This is an optimization exercise on Yosys and OpenROAD, whose aim is small area, not a production implementation.
At most, simulation tests tie the RTL to the original design; equivalence was not proved.
No driver is modelled on the clock port, so clocking that relies on it looks cheaper here than on a real chip.
Power and IR drop assume default switching activity.

==> flow/design.v (excerpt) <==
module top_multi_sensor_lcd_uart (
    input  wire        clk,
    input  wire        reset,        
    output wire        I2C_SCLK,
    input  wire        i2c_sda_in,
    output wire        i2c_sda_out,
    output wire        i2c_sda_oe,
    output wire        rs,
    output wire        rw,
    output wire        enable,
    output wire [7:0]  data,
    output wire        uart_tx_pin
);
For scale: about 200 flip-flops, ~18 I/O pins, ~12000 sq um of cells after synthesis.
==> flow/config.mk <==
export PLATFORM = sky130hd
export DESIGN_NAME = top_multi_sensor_lcd_uart
export DESIGN_NICKNAME = top_multi_sensor_lcd_uart
export VERILOG_FILES = /design/flow/design.v
export SDC_FILE = /design/flow/constraint.sdc
export NUM_CORES = 4
export LEC_CHECK = 0
export CAP_MARGIN = 20
export CORE_MARGIN = 2
export CORE_UTILIZATION = 40
export CTS_BUF_LIST = sky130_fd_sc_hd__clkbuf_4 sky130_fd_sc_hd__clkbuf_8
export CTS_CLUSTER_DIAMETER = 60
export CTS_CLUSTER_SIZE = 20
export HOLD_SLACK_MARGIN = 0
export SLEW_MARGIN = 20
==> flow/constraint.sdc <==
create_clock -name core_clock -period 20.0 [get_ports {clk}]
set_input_delay 4.0000 -clock core_clock [delete_from_list [all_inputs] [get_ports {clk}]]
set_output_delay 4.0000 -clock core_clock [all_outputs]
set_load 0.01 [all_outputs]
run.sh (not shown) runs the stock make flow with config.mk's settings and CLKGATE_MAP_FILE= SYNTH_SCRIPT=/design/flow/synth_recipe.tcl, a recipe that flattens the netlist after the stock synthesis.
Rerun with:
ABC_AREA = 1   (was unset)
Design area rises by 1.1%.
Synthesized cell count rises by 21%.
Sequential power stays flat.
Synthesized area hardly moves.
Function was not checked in any run of this note: the RTL went through the layout flow alone.


Setup of north:
top_multi_sensor_lcd_uart, a different RTL version from the one above (not shown whole).
==> flow/config.mk <==
export PLATFORM = sky130hd
export DESIGN_NAME = top_multi_sensor_lcd_uart
export DESIGN_NICKNAME = top_multi_sensor_lcd_uart
export VERILOG_FILES = /design/flow/design.v
export SDC_FILE = /design/flow/constraint.sdc
export NUM_CORES = 4
export LEC_CHECK = 0
export CAP_MARGIN = 20
export CORE_MARGIN = 2
export CORE_UTILIZATION = 40
export CTS_BUF_LIST = sky130_fd_sc_hd__clkbuf_4 sky130_fd_sc_hd__clkbuf_8
export CTS_CLUSTER_DIAMETER = 60
export CTS_CLUSTER_SIZE = 20
export HOLD_SLACK_MARGIN = 0
export SLEW_MARGIN = 20
==> flow/constraint.sdc <==
create_clock -name core_clock -period 20.0 [get_ports {clk}]
set_input_delay 4.0000 -clock core_clock [delete_from_list [all_inputs] [get_ports {clk}]]
set_output_delay 4.0000 -clock core_clock [all_outputs]
set_load 0.01 [all_outputs]
standard.sh (not shown) runs the stock make flow with config.mk's settings and CLKGATE_MAP_FILE= SYNTH_SCRIPT=/design/flow/synth_recipe.tcl, a recipe that flattens the netlist after the stock synthesis.
==> flow/flow/run.sh <==
#!/bin/bash
# Own flow: the standard synthesis; then the combinational logic between
# the registers is mapped again by ABC with area-oriented scripts (every
# register instance keeps its name and cell type) and the smallest result is
# kept; then the standard layout steps from the synthesized netlist on,
# with the smallest buffer cell on the ports, a clock tree without dummy loads
# and clock leaf buffers downsized where the clock slew allows.
set -euo pipefail
W=$PWD
R=$W/orfs/results/$FLOW_PLATFORM/top_multi_sensor_lcd_uart/base
LIB=$FLOW_HOME/platforms/$FLOW_PLATFORM/lib/sky130_fd_sc_hd__tt_025C_1v80.lib
YOSYS=$FLOW_HOME/../tools/install/yosys/bin/yosys
[ -x "$YOSYS" ] || YOSYS=yosys

bash standard.sh synth > log_synth_standard.txt 2>&1
cp "$R/1_2_yosys.v" netlist_standard.v

python3 flow/split_lib.py "$LIB" lib_seq.lib lib_comb.lib > log_split_lib.txt 2>&1

resynth() {
  local v=$1
  cat > resynth_$v.ys <<YS
read_liberty -lib lib_seq.lib
read_liberty -ignore_miss_func lib_comb.lib
read_verilog netlist_standard.v
hierarchy -top $FLOW_TOP
flatten
opt -purge
abc -liberty $LIB -script $W/flow/abc_$v.script -dont_use sky130_fd_sc_hd__lpflow_* -dont_use sky130_fd_sc_hd__probe*
opt_clean -purge
splitnets
opt_clean -purge
hilomap -singleton -hicell sky130_fd_sc_hd__conb_1 HI -locell sky130_fd_sc_hd__conb_1 LO
insbuf -buf sky130_fd_sc_hd__buf_4 A X
opt_clean -purge
tee -o resynth_stat_$v.txt stat -liberty $LIB
write_verilog -noattr -noexpr -nohex -nodec netlist_resynth_$v.v
YS
  "$YOSYS" -q resynth_$v.ys > log_resynth_$v.txt 2>&1 || true
}

VARIANTS="base s1 s2 s3 s4 s5 s6 s7 s8 s9 s10 s11 s12"
for v in base s1 s2 s3 s4; do resynth $v & done; wait
for v in s5 s6 s7 s8; do resynth $v & done; wait
for v in s9 s10 s11 s12; do resynth $v & done; wait

best=""; best_area=""
for v in $VARIANTS; do
  [ -s netlist_resynth_$v.v ] || continue
  a=$(awk '/Chip area for module/ {print $NF}' resynth_stat_$v.txt 2>/dev/null || true)
  [ -n "$a" ] || continue
  if [ -z "$best" ] || awk -v x="$a" -v y="$best_area" 'BEGIN{exit !(x<y)}'; then best=$v; best_area=$a; fi
done
echo "resynthesis variant $best, area $best_area" > log_resynth_choice.txt
[ -n "$best" ]

cp netlist_resynth_$best.v "$R/1_2_yosys.v"
rm -f "$R/1_synth.odb" "$R/1_synth.sdc"
export BUFFER_PORTS_ARGS="-buffer_cell sky130_fd_sc_hd__buf_1"
export CTS_ARGS="-sink_clustering_enable -repair_clock_nets -sink_clustering_size 20 -sink_clustering_max_diameter 60 -buf_list {sky130_fd_sc_hd__clkbuf_4 sky130_fd_sc_hd__clkbuf_8} -dont_use_dummy_load"
export POST_CTS_TCL=$W/flow/downsize.tcl
bash standard.sh finish > log_finish.txt 2>&1
==> flow/flow/abc_s1.script <==
strash
&get -n
&deepsyn -T 75 -S 1
&put
dch
amap
==> flow/flow/abc_s10.script <==
strash
&get -n
&deepsyn -T 75 -S 10
&put
dch
amap
==> flow/flow/abc_s11.script <==
strash
&get -n
&deepsyn -T 75 -S 11
&put
dch
amap
==> flow/flow/abc_s12.script <==
strash
&get -n
&deepsyn -T 75 -S 12
&put
dch
amap
==> flow/flow/abc_s2.script <==
strash
&get -n
&deepsyn -T 75 -S 2
&put
dch
amap
==> flow/flow/abc_s3.script <==
strash
&get -n
&deepsyn -T 75 -S 3
&put
dch
amap
==> flow/flow/abc_s4.script <==
strash
&get -n
&deepsyn -T 75 -S 4
&put
dch
amap
==> flow/flow/abc_s5.script <==
strash
&get -n
&deepsyn -T 75 -S 5
&put
dch
amap
==> flow/flow/abc_s6.script <==
strash
&get -n
&deepsyn -T 75 -S 6
&put
dch
amap
==> flow/flow/abc_s7.script <==
strash
&get -n
&deepsyn -T 75 -S 7
&put
dch
amap
==> flow/flow/abc_s8.script <==
strash
&get -n
&deepsyn -T 75 -S 8
&put
dch
amap
==> flow/flow/abc_s9.script <==
strash
&get -n
&deepsyn -T 75 -S 9
&put
dch
amap
==> flow/flow/downsize.tcl <==
proc clk_pins_worst_slew { inst } {
  set w 0
  set onet [get_nets -of_objects [get_pins [get_full_name $inst]/X]]
  foreach p [get_pins -of_objects $onet -filter "direction == input"] {
    set s [get_property $p slew_max]
    if {$s > $w} { set w $s }
  }
  return $w
}
proc downsize_clock_leaves { from to limit } {
  estimate_parasitics -placement
  set n 0
  foreach inst [get_cells *] {
    if {[get_property $inst ref_name] != $from} continue
    set before [clk_pins_worst_slew $inst]
    replace_cell $inst $to
    estimate_parasitics -placement
    set after [clk_pins_worst_slew $inst]
    # the buffer feeding this one must stay fine too
    if {$after > $limit} {
      replace_cell $inst $from
      estimate_parasitics -placement
    } else {
      incr n
    }
  }
  puts "downsize_clock_leaves: $n buffers $from -> $to"
}

downsize_clock_leaves sky130_fd_sc_hd__clkbuf_8 sky130_fd_sc_hd__clkbuf_4 0.122
Other scripts of this flow, unchanged in this note and not shown: flow/flow/abc_base.script, flow/flow/split_lib.py
Inputs modified between north and south:
--- a/flow/flow/run.sh
+++ b/flow/flow/run.sh
@@ -40,8 +40,7 @@
 }
 
-VARIANTS="base s1 s2 s3 s4 s5 s6 s7 s8 s9 s10 s11 s12"
+VARIANTS="base s1 s2 s3 s4 s5 s6 s7 s8"
 for v in base s1 s2 s3 s4; do resynth $v & done; wait
 for v in s5 s6 s7 s8; do resynth $v & done; wait
-for v in s9 s10 s11 s12; do resynth $v & done; wait
 
 best=""; best_area=""
==> flow/flow/abc_s1.script <==
strash
&get -n
&deepsyn -T 90 -S 1
&put
dch
amap
==> flow/flow/abc_s2.script <==
strash
&get -n
&deepsyn -T 90 -S 2
&put
dch
amap
==> flow/flow/abc_s3.script <==
strash
&get -n
&deepsyn -T 90 -S 3
&put
dch
amap
==> flow/flow/abc_s4.script <==
strash
&get -n
&deepsyn -T 90 -S 4
&put
dch
amap
==> flow/flow/abc_s5.script <==
strash
&get -n
&deepsyn -T 90 -S 5
&put
dch
amap
==> flow/flow/abc_s6.script <==
strash
&get -n
&deepsyn -T 90 -S 6
&put
dch
amap
==> flow/flow/abc_s7.script <==
strash
&get -n
&deepsyn -T 90 -S 7
&put
dch
amap
==> flow/flow/abc_s8.script <==
strash
&get -n
&deepsyn -T 90 -S 8
&put
dch
amap
--- a/flow/flow/downsize.tcl
+++ b/flow/flow/downsize.tcl
@@ -28,3 +28,3 @@
 }
 
-downsize_clock_leaves sky130_fd_sc_hd__clkbuf_8 sky130_fd_sc_hd__clkbuf_4 0.122
+downsize_clock_leaves sky130_fd_sc_hd__clkbuf_8 sky130_fd_sc_hd__clkbuf_4 0.115
removed: flow/flow/abc_s10.script
removed: flow/flow/abc_s11.script
removed: flow/flow/abc_s12.script
removed: flow/flow/abc_s9.script
--- outcome ---
Taking north as the reference, in south post-synthesis cell count increased by 1.8% relative to the old numbers; worst hold slack increased by 0.0032 ns relative to the old numbers.
Summary of the comparison: non-clock buffer count is lower in south, relative to north.
Clock skew delta for south relative to north: 0.0047 ns higher
Changes observed in south relative to north: switching share of power saw a decrease, via density per instance +about 0.9%.
Edits applied to the flow inputs when going from south to east:
--- a/flow/flow/run.sh
+++ b/flow/flow/run.sh
@@ -40,7 +40,8 @@
 }
 
-VARIANTS="base s1 s2 s3 s4 s5 s6 s7 s8"
+VARIANTS="base s1 s2 s3 s4 s5 s6 s7 s8 s9 s10 s11 s12"
 for v in base s1 s2 s3 s4; do resynth $v & done; wait
 for v in s5 s6 s7 s8; do resynth $v & done; wait
+for v in s9 s10 s11 s12; do resynth $v & done; wait
 
 best=""; best_area=""
==> flow/flow/abc_s1.script <==
strash
&get -n
&deepsyn -T 75 -S 1
&put
dch
amap
==> flow/flow/abc_s10.script (new file) <==
strash
&get -n
&deepsyn -T 75 -S 10
&put
dch
amap
==> flow/flow/abc_s11.script (new file) <==
strash
&get -n
&deepsyn -T 75 -S 11
&put
dch
amap
==> flow/flow/abc_s12.script (new file) <==
strash
&get -n
&deepsyn -T 75 -S 12
&put
dch
amap
==> flow/flow/abc_s2.script <==
strash
&get -n
&deepsyn -T 75 -S 2
&put
dch
amap
==> flow/flow/abc_s3.script <==
strash
&get -n
&deepsyn -T 75 -S 3
&put
dch
amap
==> flow/flow/abc_s4.script <==
strash
&get -n
&deepsyn -T 75 -S 4
&put
dch
amap
==> flow/flow/abc_s5.script <==
strash
&get -n
&deepsyn -T 75 -S 5
&put
dch
amap
==> flow/flow/abc_s6.script <==
strash
&get -n
&deepsyn -T 75 -S 6
&put
dch
amap
==> flow/flow/abc_s7.script <==
strash
&get -n
&deepsyn -T 75 -S 7
&put
dch
amap
==> flow/flow/abc_s8.script <==
strash
&get -n
&deepsyn -T 75 -S 8
&put
dch
amap
==> flow/flow/abc_s9.script (new file) <==
strash
&get -n
&deepsyn -T 75 -S 9
&put
dch
amap
[summary]
- Status: buffering overhead parity (south, east)
- Compared with south, east shows slew of the pin with the lowest slew margin lower by 0.15 ns.
- Taking south as the reference point, the met3 track demand over resource in global routing of east falls by 0.31 points.
- Sequential share of layout area: east vs south up 0.35 points
- Maximum frequency delta for east relative to south: 6.4% higher
- The critical path capture point comes out rs in one run and data[5] in the other, namely in south and east respectively.
- The area of combinational cells with multiple inputs number comes out lower for east vs south.
- sky130_fd_sc_hd__a2111oi_0 as the critical path's slowest cell was reported by south, and sky130_fd_sc_hd__nor2_1 by east.
- For the non-clock buffer count, east came in 1 higher than south did.
- Wire length of the first global-routing pass in east vs south: down about 4%
- The critical-path maximum fanout of east is lower than that of south.
- east vs south — design area dropped 63 µm².
- east has more setup slack than south.

-- afterwards: timing with drivers on the ports --
Ports are ideal in the flow. The routed layouts listed here were re-timed in OpenROAD.
Step 1: set_driving_cell puts a clkbuf_16 on clk and a buf_2 on each other input, an assumption about the parent block.
Step 2 adds t to the input delays and takes it off the output delays; t is the mean of the earliest and latest rising clock arrival at the registers after step 1. Input paths then give back, and output paths get back, about the clock's delay inside the block.
Slacks: ideal / step 1 / step 2; pairs: ideal / step 1.
| run | shift t [ns] | setup slack, ns | worst setup path after step 2 |
|---|---|---|---|
| the first run of note 1 | 0.512 | 11.951 / 11.904 / 12.416 | register to output |
| the second run of note 1 | 0.518 | 12.323 / 12.276 / 12.795 | register to output |
| north | 0.467 | 12.811 / 12.771 / 13.237 | register to output |
| south | 0.483 | 12.336 / 12.289 / 12.772 | register to output |
| east | 0.475 | 12.799 / 12.758 / 13.233 | register to output |
After both steps every run listed still meets setup and hold.
